Context: an optimization exercise on an open-source flow, tuned for small area, a short achievable clock period and few clock cycles. The choices shown serve that exercise and are no tape-out recipe. At most, simulation tests tie the RTL to the original design; equivalence was not proved. Power and IR drop assume default switching activity.

==> inputs of v31 <==
==> flow/design.v <==
`timescale 1ns / 1ps
`timescale 1ns / 1ps
module mips(
    input clk,
    input reset,
    output [31:0] i_addr,
    input  [31:0] i_data,
    output [31:0] d_addr,
    output [31:0] d_wdata,
    output        d_we,
    output [31:0] d_pc,
    input  [31:0] d_rdata,
    output        reg_we,
    output [4:0]  reg_addr,
    output [31:0] reg_wdata,
    output [31:0] reg_pc
    );
    reg [31:0] pc;
    assign i_addr = pc;
    reg        d_v;
    reg [31:0] d_ir, dpc;
    reg [31:0] e_a, e_b, e_x, e_pc;
    reg        e_sub, e_or, e_lw, e_sw, e_beq, e_wr;
    reg [4:0]  e_dst;
    reg        e_fa, e_fb, e_fsm, e_fsl;
    reg [31:0] m_res, m_sd, m_pc;
    reg        m_lw, m_sw, m_wr;
    reg [4:0]  m_dst;
    reg [31:0] w_res, w_pc;
    reg        w_wr;
    reg [4:0]  w_dst;
    reg [31:0] rf [1:31];
    reg [31:1] rf_v;             
    always @(posedge clk) begin
        if (w_wr) rf[w_dst] <= w_res;
    end
    always @(posedge clk) begin
        if (reset) rf_v <= 31'b0;
        else if (w_wr) rf_v[w_dst] <= 1'b1;
    end
    wire [5:0] op = d_ir[31:26];
    wire [5:0] fn = d_ir[5:0];
    wire [4:0] rs = d_ir[25:21];
    wire [4:0] rt = d_ir[20:16];
    wire [4:0] rd = d_ir[15:11];
    wire [15:0] imm = d_ir[15:0];
    wire [31:0] simm = {{16{imm[15]}}, imm};
    wire rtype = (op == 6'h00);
    wire i_add = d_v & rtype & (fn == 6'h20);
    wire i_sub = d_v & rtype & (fn == 6'h22);
    wire i_jr  = d_v & rtype & (fn == 6'h08);
    wire i_ori = d_v & (op == 6'h0d);
    wire i_lui = d_v & (op == 6'h0f);
    wire i_lw  = d_v & (op == 6'h23);
    wire i_sw  = d_v & (op == 6'h2b);
    wire i_beq = d_v & (op == 6'h04);
    wire i_jal = d_v & (op == 6'h03);
    wire beq_always = i_beq & (rs == rt);      
    wire beq_cond   = i_beq & (rs != rt);
    wire [4:0] dst = (i_add | i_sub) ? rd : i_jal ? 5'd31 : rt;
    wire wr = (i_add | i_sub | i_ori | i_lui | i_lw | i_jal) & (dst != 5'd0);
    wire use_a = i_add | i_sub | i_ori | i_lw | i_sw | beq_cond;    
    wire use_b = i_add | i_sub | beq_cond;                          
    function [31:0] rdval;
        input [4:0] r;
        begin
            if (m_wr && m_dst == r) rdval = m_lw ? d_rdata : m_res;
            else if (w_wr && w_dst == r) rdval = w_res;
            else if (r != 5'd0 && rf_v[r]) rdval = rf[r];
            else rdval = 32'b0;
        end
    endfunction
    wire [31:0] rs_val = rdval(rs);
    wire [31:0] rt_val = rdval(rt);
    wire e_hit_rs = e_wr & (e_dst == rs);
    wire e_hit_rt = e_wr & (e_dst == rt);
    wire stall = (e_lw & ((use_a & e_hit_rs) | (use_b & e_hit_rt))) | (i_jr & e_hit_rs);
    wire [31:0] br_tgt = pc + {simm[29:0], 2'b00};
    wire [31:0] a = e_fa ? m_res : e_a;
    wire [31:0] b = e_fb ? m_res : e_b;
    wire [31:0] sum = a + (e_sub ? ~b : b) + {31'b0, e_sub};
    wire [31:0] res = e_or ? (a | b) : sum;
    wire taken = e_beq & (a == b);
    wire [31:0] sd = e_fsm ? m_res : e_fsl ? d_rdata : e_x;
    reg [31:0] npc;
    always @(*) begin
        if (taken) npc = e_x;
        else if (stall) npc = pc;
        else if (i_jal) npc = {pc[31:28], d_ir[25:0], 2'b00};
        else if (beq_always) npc = br_tgt;
        else if (i_jr) npc = rs_val;
        else npc = pc + 32'd4;
    end
    always @(posedge clk) begin
        if (reset) pc <= 32'h00003000;
        else pc <= npc;
    end
    always @(posedge clk) begin
        if (reset) d_v <= 1'b0;
        else if (taken) d_v <= 1'b0;
        else if (!stall) d_v <= 1'b1;
    end
    always @(posedge clk) begin
        if (!stall) begin
            d_ir <= i_data;
            dpc <= pc;
        end
    end
    wire bubble = stall;
    always @(posedge clk) begin
        if (reset | bubble) begin
            e_lw <= 1'b0; e_sw <= 1'b0; e_beq <= 1'b0; e_wr <= 1'b0;
        end else begin
            e_lw <= i_lw; e_sw <= i_sw; e_beq <= beq_cond; e_wr <= wr;
        end
    end
    always @(posedge clk) begin
        e_sub <= i_sub | beq_cond;
        e_or  <= i_ori | i_lui;
        e_dst <= dst;
        e_fa  <= use_a & e_hit_rs;
        e_fb  <= use_b & e_hit_rt;
        e_fsm <= e_hit_rt & ~e_lw;
        e_fsl <= e_hit_rt & e_lw;
        e_pc  <= dpc;
        e_a   <= i_jal ? dpc : i_lui ? 32'b0 : rs_val;
        e_b   <= (i_add | i_sub | i_beq) ? rt_val :
                 i_jal ? 32'd8 :
                 i_lui ? {imm, 16'b0} :
                 i_ori ? {16'b0, imm} : simm;
        e_x   <= i_sw ? rt_val : br_tgt;
    end
    always @(posedge clk) begin
        if (reset) begin
            m_lw <= 1'b0; m_sw <= 1'b0; m_wr <= 1'b0;
        end else begin
            m_lw <= e_lw; m_sw <= e_sw; m_wr <= e_wr;
        end
    end
    always @(posedge clk) begin
        m_res <= res;
        m_sd  <= sd;
        m_pc  <= e_pc;
        m_dst <= e_dst;
    end
    assign d_addr  = m_res;
    assign d_wdata = m_sd;
    assign d_we    = m_sw;
    assign d_pc    = m_pc;
    always @(posedge clk) begin
        if (reset) w_wr <= 1'b0;
        else w_wr <= m_wr;
    end
    always @(posedge clk) begin
        w_res <= m_lw ? d_rdata : m_res;
        w_pc  <= m_pc;
        w_dst <= m_dst;
    end
    assign reg_we    = w_wr;
    assign reg_addr  = w_dst;
    assign reg_wdata = w_res;
    assign reg_pc    = w_pc;
endmodule
==> flow/run.sh <==
#!/bin/bash
# synth_recipe.tcl (not shown) runs the flow's synth.tcl, then flattens the netlist and writes it again
# the make line also repeats each setting of config.mk as NAME=value (left out here)
make -C /OpenROAD-flow-scripts/flow DESIGN_CONFIG=/design/flow/config.mk WORK_HOME=/design/flow/orfs CLKGATE_MAP_FILE= SYNTH_SCRIPT=/design/flow/synth_recipe.tcl finish
==> flow/config.mk <==
export PLATFORM = sky130hd
export DESIGN_NAME = mips
export DESIGN_NICKNAME = mips
export VERILOG_FILES = /design/flow/design.v
export SDC_FILE = /design/flow/constraint.sdc
export NUM_CORES = 4
export LEC_CHECK = 0
export CAP_MARGIN = 20
export CORE_MARGIN = 2
export CORE_UTILIZATION = 40
export SLEW_MARGIN = 20
==> flow/constraint.sdc <==
create_clock -name core_clock -period 9.0 [get_ports {clk}]
set_input_delay 1.8000 -clock core_clock [delete_from_list [all_inputs] [get_ports {clk}]]
set_output_delay 1.8000 -clock core_clock [all_outputs]
set_load 0.01 [all_outputs]
==> v13: changes against v31 <==
==> flow/design.v, changed modules only <==
module mips(
    input clk,
    input reset,
    output [31:0] i_addr,
    input  [31:0] i_data,
    output [31:0] d_addr,
    output [31:0] d_wdata,
    output        d_we,
    output [31:0] d_pc,
    input  [31:0] d_rdata,
    output        reg_we,
    output [4:0]  reg_addr,
    output [31:0] reg_wdata,
    output [31:0] reg_pc
    );
    reg [31:0] pc;
    assign i_addr = pc;
    reg        d_v;
    reg [31:0] d_ir, dpc;
    reg [31:0] e_a, e_b, e_x, e_pc;
    reg        e_sub, e_or, e_lw, e_sw, e_beq, e_wr;
    reg [4:0]  e_dst;
    reg        e_fsl;
    reg [31:0] m_res, m_sd, m_pc;
    reg        m_lw, m_sw, m_wr;
    reg [4:0]  m_dst;
    reg [31:0] w_res, w_pc;
    reg        w_wr;
    reg [4:0]  w_dst;
    reg [31:0] rf [1:31];
    reg [31:1] rf_v;             
    wire [31:0] m_val = m_lw ? d_rdata : m_res;
    always @(posedge clk) begin
        if (m_wr) rf[m_dst] <= m_val;
    end
    always @(posedge clk) begin
        if (reset) rf_v <= 31'b0;
        else if (m_wr) rf_v[m_dst] <= 1'b1;
    end
    wire [5:0] op = d_ir[31:26];
    wire [5:0] fn = d_ir[5:0];
    wire [4:0] rs = d_ir[25:21];
    wire [4:0] rt = d_ir[20:16];
    wire [4:0] rd = d_ir[15:11];
    wire [15:0] imm = d_ir[15:0];
    wire [31:0] simm = {{16{imm[15]}}, imm};
    wire rtype = (op == 6'h00);
    wire i_add = d_v & rtype & (fn == 6'h20);
    wire i_sub = d_v & rtype & (fn == 6'h22);
    wire i_jr  = d_v & rtype & (fn == 6'h08);
    wire i_ori = d_v & (op == 6'h0d);
    wire i_lui = d_v & (op == 6'h0f);
    wire i_lw  = d_v & (op == 6'h23);
    wire i_sw  = d_v & (op == 6'h2b);
    wire i_beq = d_v & (op == 6'h04);
    wire i_jal = d_v & (op == 6'h03);
    wire beq_always = i_beq & (rs == rt);      
    wire beq_cond   = i_beq & (rs != rt);
    wire [4:0] dst = (i_add | i_sub) ? rd : i_jal ? 5'd31 : rt;
    wire wr = (i_add | i_sub | i_ori | i_lui | i_lw | i_jal) & (dst != 5'd0);
    wire use_a = i_add | i_sub | i_ori | i_lw | i_sw | beq_cond;    
    wire use_b = i_add | i_sub | beq_cond;                          
    wire e_hit_rs = e_wr & (e_dst == rs);
    wire e_hit_rt = e_wr & (e_dst == rt);
    wire stall = (e_lw & ((use_a & e_hit_rs) | (use_b & e_hit_rt))) | (i_jr & e_hit_rs);
    wire [4:0] n_rs = stall ? rs : i_data[25:21];
    wire [4:0] n_rt = stall ? rt : i_data[20:16];
    reg  [31:1] oh_s, oh_t;
    integer di;
    always @(posedge clk) begin
        for (di = 1; di < 32; di = di + 1) begin
            oh_s[di] <= (n_rs == di);
            oh_t[di] <= (n_rt == di);
        end
    end
    wire [31:1] sel_s = oh_s & rf_v;
    wire [31:1] sel_t = oh_t & rf_v;
    reg  [31:0] rf_s, rf_t;
    integer ri;
    always @(*) begin
        rf_s = 32'b0;
        rf_t = 32'b0;
        for (ri = 1; ri < 32; ri = ri + 1) begin
            rf_s = rf_s | ({32{sel_s[ri]}} & rf[ri]);
            rf_t = rf_t | ({32{sel_t[ri]}} & rf[ri]);
        end
    end
    wire [31:0] rs_val = (m_wr && m_dst == rs) ? m_val : rf_s;
    wire [31:0] rt_val = (m_wr && m_dst == rt) ? m_val : rf_t;
    wire [31:0] br_tgt = pc + {simm[29:0], 2'b00};
    wire [31:0] sum = e_a + e_b + {31'b0, e_sub};
    wire [31:0] res = e_or ? (e_a | e_b) : sum;
    wire taken = e_beq & (e_a == e_b);
    wire [31:0] sd = e_fsl ? d_rdata : e_x;
    reg [31:0] npc;
    always @(*) begin
        if (taken) npc = e_x;
        else if (stall) npc = pc;
        else if (i_jal) npc = {pc[31:28], d_ir[25:0], 2'b00};
        else if (beq_always) npc = br_tgt;
        else if (i_jr) npc = rs_val;
        else npc = pc + 32'd4;
    end
    always @(posedge clk) begin
        if (reset) pc <= 32'h00003000;
        else pc <= npc;
    end
    always @(posedge clk) begin
        if (reset) d_v <= 1'b0;
        else if (taken) d_v <= 1'b0;
        else if (!stall) d_v <= 1'b1;
    end
    always @(posedge clk) begin
        if (!stall) begin
            d_ir <= i_data;
            dpc <= pc;
        end
    end
    wire fwd_s = e_hit_rs & ~e_lw;
    wire fwd_t = e_hit_rt & ~e_lw;
    wire bubble = stall;
    always @(posedge clk) begin
        if (reset | bubble) begin
            e_lw <= 1'b0; e_sw <= 1'b0; e_beq <= 1'b0; e_wr <= 1'b0;
        end else begin
            e_lw <= i_lw; e_sw <= i_sw; e_beq <= beq_cond; e_wr <= wr;
        end
    end
    always @(posedge clk) begin
        e_sub <= i_sub;
        e_or  <= i_ori | i_lui;
        e_dst <= dst;
        e_fsl <= e_hit_rt & e_lw;
        e_pc  <= dpc;
        e_a   <= i_jal ? dpc : i_lui ? 32'b0 : fwd_s ? res : rs_val;
        e_b   <= (i_add | i_beq) ? (fwd_t ? res : rt_val) :
                 i_sub ? ~(fwd_t ? res : rt_val) :
                 i_jal ? 32'd8 :
                 i_lui ? {imm, 16'b0} :
                 i_ori ? {16'b0, imm} : simm;
        e_x   <= i_sw ? (fwd_t ? res : rt_val) : br_tgt;
    end
    always @(posedge clk) begin
        if (reset) begin
            m_lw <= 1'b0; m_sw <= 1'b0; m_wr <= 1'b0;
        end else begin
            m_lw <= e_lw; m_sw <= e_sw; m_wr <= e_wr;
        end
    end
    always @(posedge clk) begin
        m_res <= res;
        m_sd  <= sd;
        m_pc  <= e_pc;
        m_dst <= e_dst;
    end
    assign d_addr  = m_res;
    assign d_wdata = m_sd;
    assign d_we    = m_sw;
    assign d_pc    = m_pc;
    always @(posedge clk) begin
        if (reset) w_wr <= 1'b0;
        else w_wr <= m_wr;
    end
    always @(posedge clk) begin
        w_res <= m_val;
        w_pc  <= m_pc;
        w_dst <= m_dst;
    end
    assign reg_we    = w_wr;
    assign reg_addr  = w_dst;
    assign reg_wdata = w_res;
    assign reg_pc    = w_pc;
endmodule
==> flow/flow/run.sh (new file) <==
#!/bin/bash
# The standard layout, with timing repair aiming for more setup slack
# than the clock period needs (the SDC and clock period are unchanged).
bash standard.sh SETUP_SLACK_MARGIN=6 finish > standard.log 2>&1
==> flow/standard.sh (new file) <==
#!/bin/bash
# synth_recipe.tcl (not shown) runs the flow's synth.tcl, then flattens the netlist and writes it again
# the make line also repeats each setting of config.mk as NAME=value (left out here)
make -C /OpenROAD-flow-scripts/flow DESIGN_CONFIG=/design/flow/config.mk WORK_HOME=/design/flow/orfs CLKGATE_MAP_FILE= SYNTH_SCRIPT=/design/flow/synth_recipe.tcl "${@:-finish}"
CORE_UTILIZATION = 50   (was 40)
CTS_CLUSTER_DIAMETER = 80   (was not set)
CTS_CLUSTER_SIZE = 24   (was not set)
removed: flow/run.sh
==> v11: changes against v31 <==
==> flow/design.v, changed modules only <==
module mips(
    input clk,
    input reset,
    output [31:0] i_addr,
    input  [31:0] i_data,
    output [31:0] d_addr,
    output [31:0] d_wdata,
    output        d_we,
    output [31:0] d_pc,
    input  [31:0] d_rdata,
    output        reg_we,
    output [4:0]  reg_addr,
    output [31:0] reg_wdata,
    output [31:0] reg_pc
    );
    reg [31:0] pc;
    assign i_addr = pc;
    reg        d_v;
    reg [31:0] d_ir, dpc;
    reg [31:0] e_a, e_b, e_x, e_pc;
    reg        e_sub, e_or, e_lw, e_sw, e_beq, e_wr;
    reg [4:0]  e_dst;
    reg        e_fsl;
    reg [31:0] m_res, m_sd, m_pc;
    reg        m_lw, m_sw, m_wr;
    reg [4:0]  m_dst;
    reg [31:0] w_res, w_pc;
    reg        w_wr;
    reg [4:0]  w_dst;
    reg [31:0] rf [1:31];
    reg [31:1] rf_v;             
    reg [31:1] rf_v_n;
    integer vi;
    always @(*) begin
        for (vi = 1; vi < 32; vi = vi + 1)
            rf_v_n[vi] = ~reset & (rf_v[vi] | (m_wr & (m_dst == vi)));
    end
    wire [31:0] m_val = m_lw ? d_rdata : m_res;
    always @(posedge clk) begin
        if (m_wr) rf[m_dst] <= m_val;
    end
    always @(posedge clk) begin
        rf_v <= rf_v_n;
    end
    wire [5:0] op = d_ir[31:26];
    wire [5:0] fn = d_ir[5:0];
    wire [4:0] rs = d_ir[25:21];
    wire [4:0] rt = d_ir[20:16];
    wire [4:0] rd = d_ir[15:11];
    wire [15:0] imm = d_ir[15:0];
    wire [31:0] simm = {{16{imm[15]}}, imm};
    wire rtype = (op == 6'h00);
    wire i_add = d_v & rtype & (fn == 6'h20);
    wire i_sub = d_v & rtype & (fn == 6'h22);
    wire i_jr  = d_v & rtype & (fn == 6'h08);
    wire i_ori = d_v & (op == 6'h0d);
    wire i_lui = d_v & (op == 6'h0f);
    wire i_lw  = d_v & (op == 6'h23);
    wire i_sw  = d_v & (op == 6'h2b);
    wire i_beq = d_v & (op == 6'h04);
    wire i_jal = d_v & (op == 6'h03);
    wire beq_always = i_beq & (rs == rt);      
    wire beq_cond   = i_beq & (rs != rt);
    wire [4:0] dst = (i_add | i_sub) ? rd : i_jal ? 5'd31 : rt;
    wire wr = (i_add | i_sub | i_ori | i_lui | i_lw | i_jal) & (dst != 5'd0);
    wire use_a = i_add | i_sub | i_ori | i_lw | i_sw | beq_cond;    
    wire use_b = i_add | i_sub | beq_cond;                          
    wire e_hit_rs = e_wr & (e_dst == rs);
    wire e_hit_rt = e_wr & (e_dst == rt);
    wire stall = (e_lw & ((use_a & e_hit_rs) | (use_b & e_hit_rt))) | (i_jr & e_hit_rs);
    wire [4:0] n_rs = stall ? rs : i_data[25:21];
    wire [4:0] n_rt = stall ? rt : i_data[20:16];
    reg  [31:1] oh_s, oh_t;
    integer di;
    always @(posedge clk) begin
        for (di = 1; di < 32; di = di + 1) begin
            oh_s[di] <= (n_rs == di) & rf_v_n[di];
            oh_t[di] <= (n_rt == di) & rf_v_n[di];
        end
    end
    wire [31:1] sel_s = oh_s;
    wire [31:1] sel_t = oh_t;
    reg  [31:0] rf_s, rf_t;
    integer ri;
    always @(*) begin
        rf_s = 32'b0;
        rf_t = 32'b0;
        for (ri = 1; ri < 32; ri = ri + 1) begin
            rf_s = rf_s | ({32{sel_s[ri]}} & rf[ri]);
            rf_t = rf_t | ({32{sel_t[ri]}} & rf[ri]);
        end
    end
    wire [31:0] rs_val = (m_wr && m_dst == rs) ? m_val : rf_s;
    wire [31:0] rt_val = (m_wr && m_dst == rt) ? m_val : rf_t;
    wire [31:0] br_tgt = pc + {simm[29:0], 2'b00};
    wire [31:0] sum = e_a + e_b + {31'b0, e_sub};
    wire [31:0] res = e_or ? (e_a | e_b) : sum;
    wire taken = e_beq & (e_a == e_b);
    wire [31:0] sd = e_fsl ? d_rdata : e_x;
    reg [31:0] npc;
    always @(*) begin
        if (taken) npc = e_x;
        else if (stall) npc = pc;
        else if (i_jal) npc = {pc[31:28], d_ir[25:0], 2'b00};
        else if (beq_always) npc = br_tgt;
        else if (i_jr) npc = rs_val;
        else npc = pc + 32'd4;
    end
    always @(posedge clk) begin
        if (reset) pc <= 32'h00003000;
        else pc <= npc;
    end
    always @(posedge clk) begin
        if (reset) d_v <= 1'b0;
        else if (taken) d_v <= 1'b0;
        else if (!stall) d_v <= 1'b1;
    end
    always @(posedge clk) begin
        if (!stall) begin
            d_ir <= i_data;
            dpc <= pc;
        end
    end
    wire fwd_s = e_hit_rs & ~e_lw;
    wire fwd_t = e_hit_rt & ~e_lw;
    wire bubble = stall;
    always @(posedge clk) begin
        if (reset | bubble) begin
            e_lw <= 1'b0; e_sw <= 1'b0; e_beq <= 1'b0; e_wr <= 1'b0;
        end else begin
            e_lw <= i_lw; e_sw <= i_sw; e_beq <= beq_cond; e_wr <= wr;
        end
    end
    always @(posedge clk) begin
        e_sub <= i_sub;
        e_or  <= i_ori | i_lui;
        e_dst <= dst;
        e_fsl <= e_hit_rt & e_lw;
        e_pc  <= dpc;
        e_a   <= i_jal ? dpc : i_lui ? 32'b0 : fwd_s ? res : rs_val;
        e_b   <= (i_add | i_beq) ? (fwd_t ? res : rt_val) :
                 i_sub ? ~(fwd_t ? res : rt_val) :
                 i_jal ? 32'd8 :
                 i_lui ? {imm, 16'b0} :
                 i_ori ? {16'b0, imm} : simm;
        e_x   <= i_sw ? (fwd_t ? res : rt_val) : br_tgt;
    end
    always @(posedge clk) begin
        if (reset) begin
            m_lw <= 1'b0; m_sw <= 1'b0; m_wr <= 1'b0;
        end else begin
            m_lw <= e_lw; m_sw <= e_sw; m_wr <= e_wr;
        end
    end
    always @(posedge clk) begin
        m_res <= res;
        m_sd  <= sd;
        m_pc  <= e_pc;
        m_dst <= e_dst;
    end
    assign d_addr  = m_res;
    assign d_wdata = m_sd;
    assign d_we    = m_sw;
    assign d_pc    = m_pc;
    always @(posedge clk) begin
        if (reset) w_wr <= 1'b0;
        else w_wr <= m_wr;
    end
    always @(posedge clk) begin
        w_res <= m_val;
        w_pc  <= m_pc;
        w_dst <= m_dst;
    end
    assign reg_we    = w_wr;
    assign reg_addr  = w_dst;
    assign reg_wdata = w_res;
    assign reg_pc    = w_pc;
endmodule
==> flow/flow/run.sh (new file) <==
#!/bin/bash
# The standard layout, with timing repair aiming for more setup slack
# than the clock period needs (the SDC and clock period are unchanged).
bash standard.sh SETUP_SLACK_MARGIN=6 finish > standard.log 2>&1
==> flow/standard.sh (new file) <==
#!/bin/bash
# synth_recipe.tcl (not shown) runs the flow's synth.tcl, then flattens the netlist and writes it again
# the make line also repeats each setting of config.mk as NAME=value (left out here)
make -C /OpenROAD-flow-scripts/flow DESIGN_CONFIG=/design/flow/config.mk WORK_HOME=/design/flow/orfs CLKGATE_MAP_FILE= SYNTH_SCRIPT=/design/flow/synth_recipe.tcl "${@:-finish}"
CORE_UTILIZATION = 45   (was 40)
CTS_CLUSTER_DIAMETER = 80   (was not set)
CTS_CLUSTER_SIZE = 24   (was not set)
removed: flow/run.sh
==> v36: changes against v31 <==
ABC_CLOCK_PERIOD_IN_PS = 3500   (was not set)
CORE_UTILIZATION = 60   (was 40)
SETUP_SLACK_MARGIN = 5   (was not set)
==> run summary <==
item	v13	v11	v36	v31
Run status	complete, no violations	complete, no violations	complete, no violations	complete, no violations
Average cell area after synthesis	12.5 um2	12.9 um2	15.4 um2	15.4 um2
Number of global-route vias before repair	52237	50371	43888	42934
Sequential share of cell area	0.507	0.531	0.507	0.503
Worst flop-to-flop path startpoint	rf_v[15]$_SDFFE_PP0P_	oh_s[1]$_DFF_P_	d_ir[5]$_DFFE_PN_	d_ir[21]$_DFFE_PN_
Slowest library cell on the worst path	sky130_fd_sc_hd__buf_4	sky130_fd_sc_hd__dfxtp_2	sky130_fd_sc_hd__a2111oi_0	sky130_fd_sc_hd__edfxtp_1
Post-Synthesis Cell Area	64200 um2	62800 um2	68200 um2	68200 um2
Number of tap cells added at floorplan	1662	1876	1500	2218
Maximum vdd ir drop	154 uV	177 uV	203 uV	129 uV
Non-clk bufs	864	667	407	398
Placement Setup Slack	4.67 ns	4.46 ns	4.22 ns	4.08 ns
Total of flip-flops plus latches after synthesis	1496	1496	1447	1447
CLK BUF	107	112	204	205
Global-route total usage across every layer	0.506	0.438	0.393	0.258
Fill cell count	9839	11372	7541	14583
Clock-cell share of area	0.0341	0.0352	0.0619	0.0640
Crit Path Max Fanout	23	22	6	15
End point of the critical path	e_b[28]$_DFF_P_	pc[4]$_SDFFE_PP0P_	pc[29]$_SDFFE_PP0P_	e_a[14]$_DFF_P_
Largest stage delay, worst path	0.69 ns	0.54 ns	0.86 ns	0.93 ns
Fin crit share	0.394	0.384	0.452	0.556
Testbench counts of v13, summed over its fixed seeds: cycles 28,575.
Testbench counts of v11, summed over its fixed seeds: cycles 28,575.
For v31 and v36, only the layout was checked, not whether the RTL still works.

## static timing again, ports no longer ideal
The flow's constraints put no driver on any port. The routed layouts listed below were extracted and timed again, unchanged, in two steps. Step 1 (the two cells are an assumption about what drives the block):
set clk [get_ports {clk}]
set_driving_cell -lib_cell sky130_fd_sc_hd__clkbuf_16 $clk
set_driving_cell -lib_cell sky130_fd_sc_hd__buf_2 [delete_from_list [all_inputs] $clk]
Step 2 adds t to the input delays and takes it off the output delays; t is the mean of the earliest and latest rising clock arrival at the registers after step 1. Input paths then give back, and output paths get back, about the clock's delay inside the block. a / b / c = no drivers / after step 1 / after step 2; a / b = the first two.
run	t, ns	setup slack, ns	worst hold slack (ns)	worst data-port slew with drivers (ns)
v31	0.859	3.998 / 3.998 / 3.998	0.325 / 0.325 / 0.325	0.09
v13	0.858	5.452 / 5.452 / 4.965	0.329 / 0.329 / 0.329	0.07
v11	0.836	5.547 / 5.547 / 4.987	0.327 / 0.327 / 0.327	0.12
v36	0.850	4.934 / 4.934 / 4.741	0.325 / 0.325 / 0.325	0.08
After both steps setup and hold are still met in every run listed. The setup slack of v11, which loses most, moves by 0.000 ns with the drivers and by -0.560 ns with both steps.
